This design comes from an exercise in tuning for a short achievable clock period and few clock cycles on the open sky130 flow, not from production work. The RTL was checked by simulation tests, not by an equivalence proof against the original design. Power is estimated from default activity; no workload was simulated.

==> design/flow/run.sh <==
#!/bin/bash
# synth_recipe.tcl (not shown) runs the flow's synth.tcl, then flattens the netlist and writes it again
# the make line also repeats each setting of config.mk as NAME=value (left out here)
make -C /OpenROAD-flow-scripts/flow DESIGN_CONFIG=/design/flow/config.mk WORK_HOME=/design/flow/orfs CLKGATE_MAP_FILE= SYNTH_SCRIPT=/design/flow/synth_recipe.tcl finish
==> design/flow/config.mk <==
export PLATFORM = sky130hd
export DESIGN_NAME = CPU
export DESIGN_NICKNAME = CPU
export VERILOG_FILES = /design/flow/design.v
export SDC_FILE = /design/flow/constraint.sdc
export NUM_CORES = 4
export LEC_CHECK = 0
export CAP_MARGIN = 20
export CORE_MARGIN = 2
export CORE_UTILIZATION = 40
export SLEW_MARGIN = 20
==> design/flow/constraint.sdc <==
create_clock -name core_clock -period 10.0 [get_ports {clk}]
set_input_delay 2.0000 -clock core_clock [delete_from_list [all_inputs] [get_ports {clk}]]
set_output_delay 2.0000 -clock core_clock [all_outputs]
set_load 0.01 [all_outputs]
==> design/flow/design.v <==
module CPU(
    clk,
    rst_n,
    data_read,
    instruction,
    data_wen,
    data_addr,
    inst_addr,
    data_write
    );
	input clk;
	input rst_n;
	input [31:0] instruction;
	input [31:0] data_read;
	output data_wen;
	output [31:0] data_addr;
	output [31:0] inst_addr;
	output [31:0] data_write;
    reg [31:0] reg_file [0:31];
    reg [31:0] inst_reg, read_data_1, read_data_2, ALU_result, write_data_reg, read_data_reg, bypass_reg;
    reg [4:0] pc_temp, read_reg_1, read_reg_2, reg_rt, reg_rd, ex_mem, mem_wb, pc;
    reg [31:0] reg_funct;
    reg id_ex_MemtoReg, id_ex_RegWrite, id_ex_MemWrite, id_ex_ALUSrc, id_ex_RegDst, id_ex_MemRead, id_ex_jump;
    reg [1:0] id_ex_ALUOp;
    reg ex_mem_MemtoReg, ex_mem_RegWrite, ex_mem_MemWrite, ex_mem_MemRead, ex_mem_jump;
    reg mem_wb_MemtoReg, mem_wb_RegWrite;
    wire [5:0] opcode;
    wire [4:0] rs, rt, rd;
    wire [4:0] c;
    wire b, j;
    wire [15:0] addr;
    wire [25:0] jump_addr;
    wire [31:0] reg1, reg2, a, d, reg1_fw, reg2_fw, beq_a, beq_b;
    wire signed [31:0] alu1, alu2, alu2_0, main_alu;
    wire [1:0] fw_a, fw_b;
    wire alu_crtl, HC_mux, beq;
    wire ALUSrc, RegDst, MemtoReg, RegWrite, MemRead;
    wire [1:0] ALUOp;
    wire ex_MemRead, ex_MemtoReg, ex_MemWrite, ex_RegWrite;
    assign opcode = inst_reg[31:26];
    assign rs = inst_reg[25:21];
    assign rt = inst_reg[20:16];
    assign rd = inst_reg[15:11];
    assign addr = inst_reg[15:0];
    assign jump_addr = inst_reg[25:0];
    assign reg1 = reg_file[rs];
    assign reg2 = reg_file[rt];
    assign reg1_fw = read_data_1;
    assign reg2_fw = read_data_2;
    assign ALUSrc = id_ex_ALUSrc;
    assign ALUOp = id_ex_ALUOp;
    assign RegDst = id_ex_RegDst;
    assign data_wen = ex_mem_MemWrite;
    assign MemRead = ex_mem_MemRead;
    assign MemtoReg = mem_wb_MemtoReg;
    assign RegWrite = mem_wb_RegWrite;
    always @(posedge clk or negedge rst_n) begin     
        if(!rst_n) begin
            inst_reg <= 0;
        end else if (HC_mux == 1) begin
            inst_reg <= inst_reg;
        end else if (beq || j) begin
            inst_reg <= 0;
        end else begin
            inst_reg <= instruction;
        end
    end
    always @(posedge clk or negedge rst_n) begin     
        if(!rst_n) begin
            read_data_1 <= 0;
            read_data_2 <= 0;
        end else begin
            read_data_1 <= reg1;
            read_data_2 <= reg2;
        end
    end
    always @(posedge clk or negedge rst_n) begin  
        if(!rst_n) begin
            read_reg_1 <= 0;
            read_reg_2 <= 0;
            reg_rt <= 0;
            reg_rd <= 0;
        end else begin
            read_reg_1 <= rs;
            read_reg_2 <= rt;
            reg_rt <= rt;
            reg_rd <= rd;
        end
    end
    always @(posedge clk or negedge rst_n) begin
        if(!rst_n) begin
            reg_funct <= 0;
        end else begin
            reg_funct <= {{16{addr[15]}}, addr};
        end
    end
    assign alu1 = (fw_a == 2'b00) ? reg1_fw :                
                  (fw_a == 2'b01) ? d :
                  (fw_a == 2'b10) ? a : 
                  reg1_fw;  
    assign alu2_0 = (fw_b == 2'b00) ? reg2_fw :              
                    (fw_b == 2'b01) ? d :
                    (fw_b == 2'b10) ? a :
                    reg2_fw;  
    assign alu2 = (ALUSrc) ? reg_funct : alu2_0;     
    always @(posedge clk or negedge rst_n) begin
        if(!rst_n) begin
            ex_mem <= 0;
        end else begin
            ex_mem <= (RegDst) ? reg_rd : reg_rt;
        end
    end
    assign alu_crtl = (ALUOp == 2'b00) ? 1'b0 :
                      (ALUOp == 2'b10 && reg_funct[5:0] == 6'b101010) ? 1'b1 :
                      1'b0;  
    assign main_alu = (alu_crtl == 1'b0) ? $signed(alu1) + $signed(alu2) :     
                      ($signed(alu1) < $signed(alu2)) ? 1 : 0;                   
    always @(posedge clk or negedge rst_n) begin         
        if(!rst_n) begin
            ALU_result <= 0;
        end else begin
            ALU_result <= main_alu;
        end
    end
    always @(posedge clk or negedge rst_n) begin         
        if(!rst_n) begin
            write_data_reg <= 0;
        end else begin
            write_data_reg <= alu2_0;
        end
    end
    assign data_addr = ALU_result;
    assign data_write = write_data_reg;
    assign a = ALU_result;
    always @(posedge clk or negedge rst_n) begin         
        if(!rst_n) begin
            read_data_reg <= 0;
        end else begin
            read_data_reg <= data_read;
        end
    end
    always @(posedge clk or negedge rst_n) begin         
        if(!rst_n) begin
            bypass_reg <= 0;
        end else begin
            bypass_reg <= a;
        end
    end
    always @(posedge clk or negedge rst_n) begin
        if (!rst_n) begin
            mem_wb <= 0;
        end else begin
            mem_wb <= (!rst_n) ? 0 : ex_mem;
        end
    end
    assign d = (MemtoReg) ? read_data_reg : bypass_reg;
    integer i;
    always @(negedge clk or negedge rst_n) begin                          
        if(!rst_n) begin
            for (i = 0; i < 32; i = i + 1) begin
                reg_file[i] <= 32'd0;
            end
        end else if (RegWrite == 1 && c != 0) begin
            reg_file[c] <= d;
        end
    end
    always @(posedge clk or negedge rst_n) begin
        if (!rst_n) begin
            id_ex_MemtoReg <= 0;
            id_ex_RegWrite <= 0;
            id_ex_MemWrite <= 0;
            id_ex_ALUSrc <= 0;
            id_ex_ALUOp <= 0;
            id_ex_RegDst <= 0;
            id_ex_MemRead <= 0;
        end else if (HC_mux == 1) begin
            id_ex_MemtoReg <= 0;
            id_ex_RegWrite <= 0;
            id_ex_MemWrite <= 0;
            id_ex_ALUSrc <= 0;
            id_ex_ALUOp <= 0;
            id_ex_RegDst <= 0;
            id_ex_MemRead <= 0;
        end else begin
            case (opcode)
                6'd0: begin                      
                    id_ex_RegDst <= 1;
                    id_ex_ALUOp <= 2'b10;
                    id_ex_ALUSrc <= 0;
                    id_ex_MemWrite <= 0;
                    id_ex_RegWrite <= 1;
                    id_ex_MemtoReg <= 0;
                    id_ex_MemRead <= 0;
                    id_ex_jump <= 0;
                end
                6'd8: begin                      
                    id_ex_RegDst <= 0;
                    id_ex_ALUOp <= 2'b00;
                    id_ex_ALUSrc <= 1;
                    id_ex_MemWrite <= 0;
                    id_ex_RegWrite <= 1;
                    id_ex_MemtoReg <= 0;
                    id_ex_MemRead <= 0;
                    id_ex_jump <= 0;
                end
                6'd0: begin                      
                    id_ex_RegDst <= 1;
                    id_ex_ALUOp <= 2'b10;
                    id_ex_ALUSrc <= 0;
                    id_ex_MemWrite <= 0;
                    id_ex_RegWrite <= 1;
                    id_ex_MemtoReg <= 0;
                    id_ex_MemRead <= 0;
                    id_ex_jump <= 0;
                end
                6'd4: begin                      
                    id_ex_RegDst <= 1'b0;
                    id_ex_ALUOp <= 2'b01;
                    id_ex_ALUSrc <= 0;
                    id_ex_MemWrite <= 0;
                    id_ex_RegWrite <= 0;
                    id_ex_MemtoReg <= 1'b0;
                    id_ex_MemRead <= 0;
                    id_ex_jump <= 0;
                end
                6'd35: begin                         
                    id_ex_RegDst <= 0;
                    id_ex_ALUOp <= 2'b00;
                    id_ex_ALUSrc <= 1;
                    id_ex_MemWrite <= 0;
                    id_ex_RegWrite <= 1;
                    id_ex_MemtoReg <= 1;
                    id_ex_MemRead <= 1;
                    id_ex_jump <= 0;
                end
                6'd43: begin                         
                    id_ex_RegDst <= 1'b0;
                    id_ex_ALUOp <= 2'b00;
                    id_ex_ALUSrc <= 1;
                    id_ex_MemWrite <= 1;
                    id_ex_RegWrite <= 0;
                    id_ex_MemtoReg <= 1'b0;
                    id_ex_MemRead <= 0;
                    id_ex_jump <= 0;
                end
                6'd2: begin                          
                    id_ex_RegDst <= 1'b0;
                    id_ex_ALUOp <= 2'b00;
                    id_ex_ALUSrc <= 1'b0;
                    id_ex_MemWrite <= 0;
                    id_ex_RegWrite <= 0;
                    id_ex_MemtoReg <= 1'b0;
                    id_ex_MemRead <= 0;
                    id_ex_jump <= 1;
                end
                default: begin
                    id_ex_RegDst <= 0;
                    id_ex_ALUOp <= 0;
                    id_ex_ALUSrc <= 0;
                    id_ex_MemWrite <= 0;
                    id_ex_RegWrite <= 0;
                    id_ex_MemtoReg <= 0;
                    id_ex_MemRead <= 0;
                    id_ex_jump <= 0;
                end
            endcase
        end
    end
    always @(posedge clk or negedge rst_n) begin                                
        if (!rst_n) begin
            ex_mem_MemWrite <= 0;
        end else begin
            ex_mem_MemWrite <= id_ex_MemWrite;
        end
    end
    always @(posedge clk or negedge rst_n) begin                     
        if (!rst_n) begin
            ex_mem_MemtoReg <= 0;
        end else begin
            ex_mem_MemtoReg <= id_ex_MemtoReg;
        end
    end
    always @(posedge clk or negedge rst_n) begin                                
        if (!rst_n) begin
            ex_mem_RegWrite <= 0;
        end else begin
            ex_mem_RegWrite <= id_ex_RegWrite;
        end
    end
    always @(posedge clk or negedge rst_n) begin                                
        if (!rst_n) begin
            ex_mem_jump <= 0;
        end else begin
            ex_mem_jump <= id_ex_jump;
        end
    end
    always @(posedge clk or negedge rst_n) begin                                
        if (!rst_n) begin
            mem_wb_MemtoReg <= 0;
        end else begin
            mem_wb_MemtoReg <= ex_mem_MemtoReg;
        end
    end
    always @(posedge clk or negedge rst_n) begin                                
        if (!rst_n) begin
            mem_wb_RegWrite <= 0;
        end else begin
            mem_wb_RegWrite <= ex_mem_RegWrite;
        end
    end
    assign b = ex_mem_RegWrite;
    assign c = mem_wb;
    assign fw_a = (b && (ex_mem != 0) && (ex_mem == read_reg_1)) ? 2'b10 :
                  (mem_wb_RegWrite && (c != 0) && ~(b && (ex_mem != 0) && (ex_mem == read_reg_1)) && (c == read_reg_1)) ? 2'b01 :
                  2'b00;
    assign fw_b = (b && (ex_mem != 0) && (ex_mem == read_reg_2)) ? 2'b10 :
                  (mem_wb_RegWrite && (c != 0) && ~(b && (ex_mem != 0) && (ex_mem == read_reg_2)) && (c == read_reg_2)) ? 2'b01 :
                  2'b00;
    assign ex_MemRead = id_ex_MemRead;
    assign ex_MemtoReg = id_ex_MemtoReg;
    assign ex_MemWrite = id_ex_MemWrite;
    assign ex_RegWrite = id_ex_RegWrite;
    assign HC_mux = (id_ex_MemRead && (reg_rt == rs || reg_rt == rt)) ? 1 : 
                    (opcode == 6'd4 && id_ex_RegWrite) ? 1 :
                    (opcode == 6'd4 && ex_mem_RegWrite && ex_mem_MemtoReg && (ex_mem != 0) && (ex_mem == rs || ex_mem == rt)) ? 1 :    
                    (opcode == 6'd2 && (ex_MemRead || ex_MemtoReg || ex_MemWrite || ex_RegWrite || ALUOp[0]) == 1) ? 1 :                   
                    0;     
    always @(posedge clk or negedge rst_n) begin             
        if (!rst_n) begin                                              
            pc <= 0;
        end else begin
            if (HC_mux == 1) begin                                                       
                pc <= pc;
            end else if (beq == 1) begin                                                 
                pc <= $signed(pc) + $signed(addr);
            end else if (j == 1) begin                                                  
                pc <= $signed(jump_addr);
            end else begin
                pc <= $signed(pc_temp);
            end
        end
    end
    assign inst_addr = pc;
    always @(*) begin
        pc_temp = $signed(pc) + 1;    
    end
    assign beq_a = (b && (ex_mem != 0) && (ex_mem == rs)) ? ALU_result : reg1;      
    assign beq_b = (b && (ex_mem != 0) && (ex_mem == rt)) ? ALU_result : reg2;
    assign beq = ((HC_mux == 0) && (opcode == 6'd4) && (beq_a == beq_b)) ? 1 : 0;   
    assign j = ((opcode == 6'd2) && (HC_mux == 0)) ? 1 : 0;      
endmodule
==> run notes <==
status timing/DRC/antenna clean; commonest non-fill, non-tap cells in the layout dfrtn_1, nor2_1, nand3_1, a21oi_1, nand2_1; fill cell count about 16000; NetSw around 3.8 mW; number of flip-flops in the largest register about 1000; DRT Wirelength around 360000 microns; Worst Setup SP reg_file[8][2]; total number of vias between 60000 and 70000; Sw Ratio slightly below 30%; endpoints failing setup 0; initial antenna violation count 40; Final ANT Viol Nets 0; worst vdd ir approximately 0.14 mV; crit path to pc[3]; Syn Area/Cell approximately 8.9 sq um; hold crit path type flop to flop; clock network power share a little over two fifths; clock sinks roughly 1300; Final #Nets between 7000 and 8000; sequential area share after synthesis between 40% and 50%; Synth Instances 7386; Std-Cell Rows between 100 and 150; Total Power 12.9 mW; Worst EP arrival roughly 10 ns; H-tree levels 4; cell chosen for the clock root clkbuf_16; CTS tree built; share of layout cells above drive strength 1 a little over a tenth; Async S/R FF share, synth 100%; commonest non-fill, non-tap cell in the layout dfrtn_1; die height between 400 and 500 microns; CTS clk-pin slew, worst paths roughly 0.06 ns; Reg with most FFs reg_file; crit end category flop; DP HPWL 230000 microns; Clock Skew 0.102 ns; Post-Syn Area ~66000 sq um; total internal power about 9 mW; Post-synth EDFFs 0; YS warnings 2; post-CTS setup buffers 0; wire length of the first global-routing pass 500000 microns; RSZ-0062 raised after global routing no; Max-Cap Viols 0; final setup TNS 0 ns; CTS Buf Count between 100 and 150; Setup CP Type flop to flop; register bit total from synthesis roughly 1300; Die W 410 microns; Reg2Reg Depth 15; pin count of the biggest net entering global routing ~120; DIE AREA between 150000 and 200000 sq um; critical path startpoint category flop; Via density about 7; r2r endpoint pc[3]; CORE AREA 164000 sq um; relative slew slack roughly an eighth; final core area utilization between 40% and 50%; PortBufs around 140; R2R Setup Slk approximately 0.50 ns; sequential power share between 40% and 50%; GP Congestion 1.04; DRC viols 0; Multi-input gate area between 30000 and 40000 sq um; r2r startpoint reg_file[8][2]; Starting Density 40.1%; critical path required time around 11 ns; register area between 30000 and 40000 sq um; clk latency of the worst-skew pair about 0.83 ns; DR iter-0 viols around 14000; Worst-Margin Slew roughly 1.3 ns; hold slack ~0.35 ns; part of the power in combinational logic between 10% and 20%; I/O pin total roughly 160; ys flop type dfrtn_1; WL/cell between 30 and 40 microns; number of global-route vias before repair 62200; clock buffer depth 3; CP Max Fanout 7; Leak approximately 33 nW; GR Overflow Total 0; hold buffers post-CTS 0; PD cells 171 nW/um^2; gr usage total a little over two fifths; Max Slew Vio Count 0; CTS resizes 0; Netlist cell types 96; TritonRoute pass-1 iters 11; P&R area growth vs syn 14.6%; hold violation total from the final report 0
## per-stage QoR
stage	area, sq um	setup WS (ns)	instances
2_1_floorplan	66100	1.73	7412
3_3_place_gp	70300	0.535	9273
3_5_place_dp	70400	0.639	9278
4_1_cts	75300	0.722	9544
5_1_grt	75500	0.503	9553
6_report	75600	0.497	9578
## worst max-delay path: stages, from the launching register on
cell and delay (ns):
dfrtn_1 0.43, or3b_2 0.45, a211oi_1 0.21, a2111oi_0 0.10, nand4_1 0.10, o32a_1 0.64, a22o_1 0.23, mux2i_1 0.07
a22oi_1 0.68, buf_4 0.22, and4_1 0.30, nand3_2 0.18, buf_4 0.20, nand2_1 0.23, o21ai_0 0.13, a222oi_1 0.29
## synth_stat cells, drive strengths merged (86+ instances only)
library cell	number	share of area, %
a21oi	685	5.2
buf	225	1.9
nand3	716	5.4
o21ai	577	4.4
nor2	816	4.7
and3	199	1.9
dfrtn	1024	39
nand2	597	3.4
nand4	248	2.4
dfrtp	277	11
a22o	102	1.4
a22oi	355	4.0
clkbuf	527	3.0
inv	86	0.49
## cells by family after synthesis
group,synth area share (%)
adder cells (fa/ha/maj),1.35
multiplexers,1.59
other,0.00569
AO/OA/AOI/OAI,19.8
XOR/XNOR,1.33
AND/OR/NAND/NOR,21.1
buffers and inverters,5.44
flip-flops,49.4
## power by group through the flow
stage	combinational, mW	clock [mW]	sequential [mW]
after CTS	1.45	5.64	5.69
final	1.56	5.65	5.70
after global routing	1.58	5.85	5.71
after floorplan	0.708	0	5.68
after global placement	1.43	0	5.77
after detailed placement	1.45	0	5.78
## final cells by class
cell class	instances	area share (%)
clock buffers	212	5.72
clock inverters	54	0.767
multi-input cells	5272	40.8
diodes	26	0.0861
flip-flops and latches	1301	43.1
repair buffers	437	5.42
inverters	87	0.432
well taps	2189	3.62
## metal layers
| metal | vias up | wire, microns | track usage, % |
|---|---|---|---|
| li1 | 26400 | - | - |
| met1 | 32400 | 128000 | 51.7 |
| met2 | 6403 | 143000 | 57.6 |
| met3 | 2079 | 57300 | 19.0 |
| met4 | 45 | 35100 | 31.9 |
| met5 | - | 404 | 0.201 |
## worst min-delay path by stage
stage | to | startpoint | slack [ns] | cells after the start
final | reg_file[0][21] | reg_file[0][21] | 0.35 | 0
after global routing | reg_file[0][21] | reg_file[0][21] | 0.36 | 0
after CTS | reg_file[0][15] | reg_file[0][15] | 0.35 | 0
after detailed placement | reg_file[0][15] | reg_file[0][15] | 0.35 | 0
after global placement | reg_file[0][17] | reg_file[0][17] | 0.35 | 0
after floorplan | ex_mem_MemWrite | id_ex_MemWrite | 0.35 | 0
Testbench counts, summed over its fixed seeds: cycles 131,170.
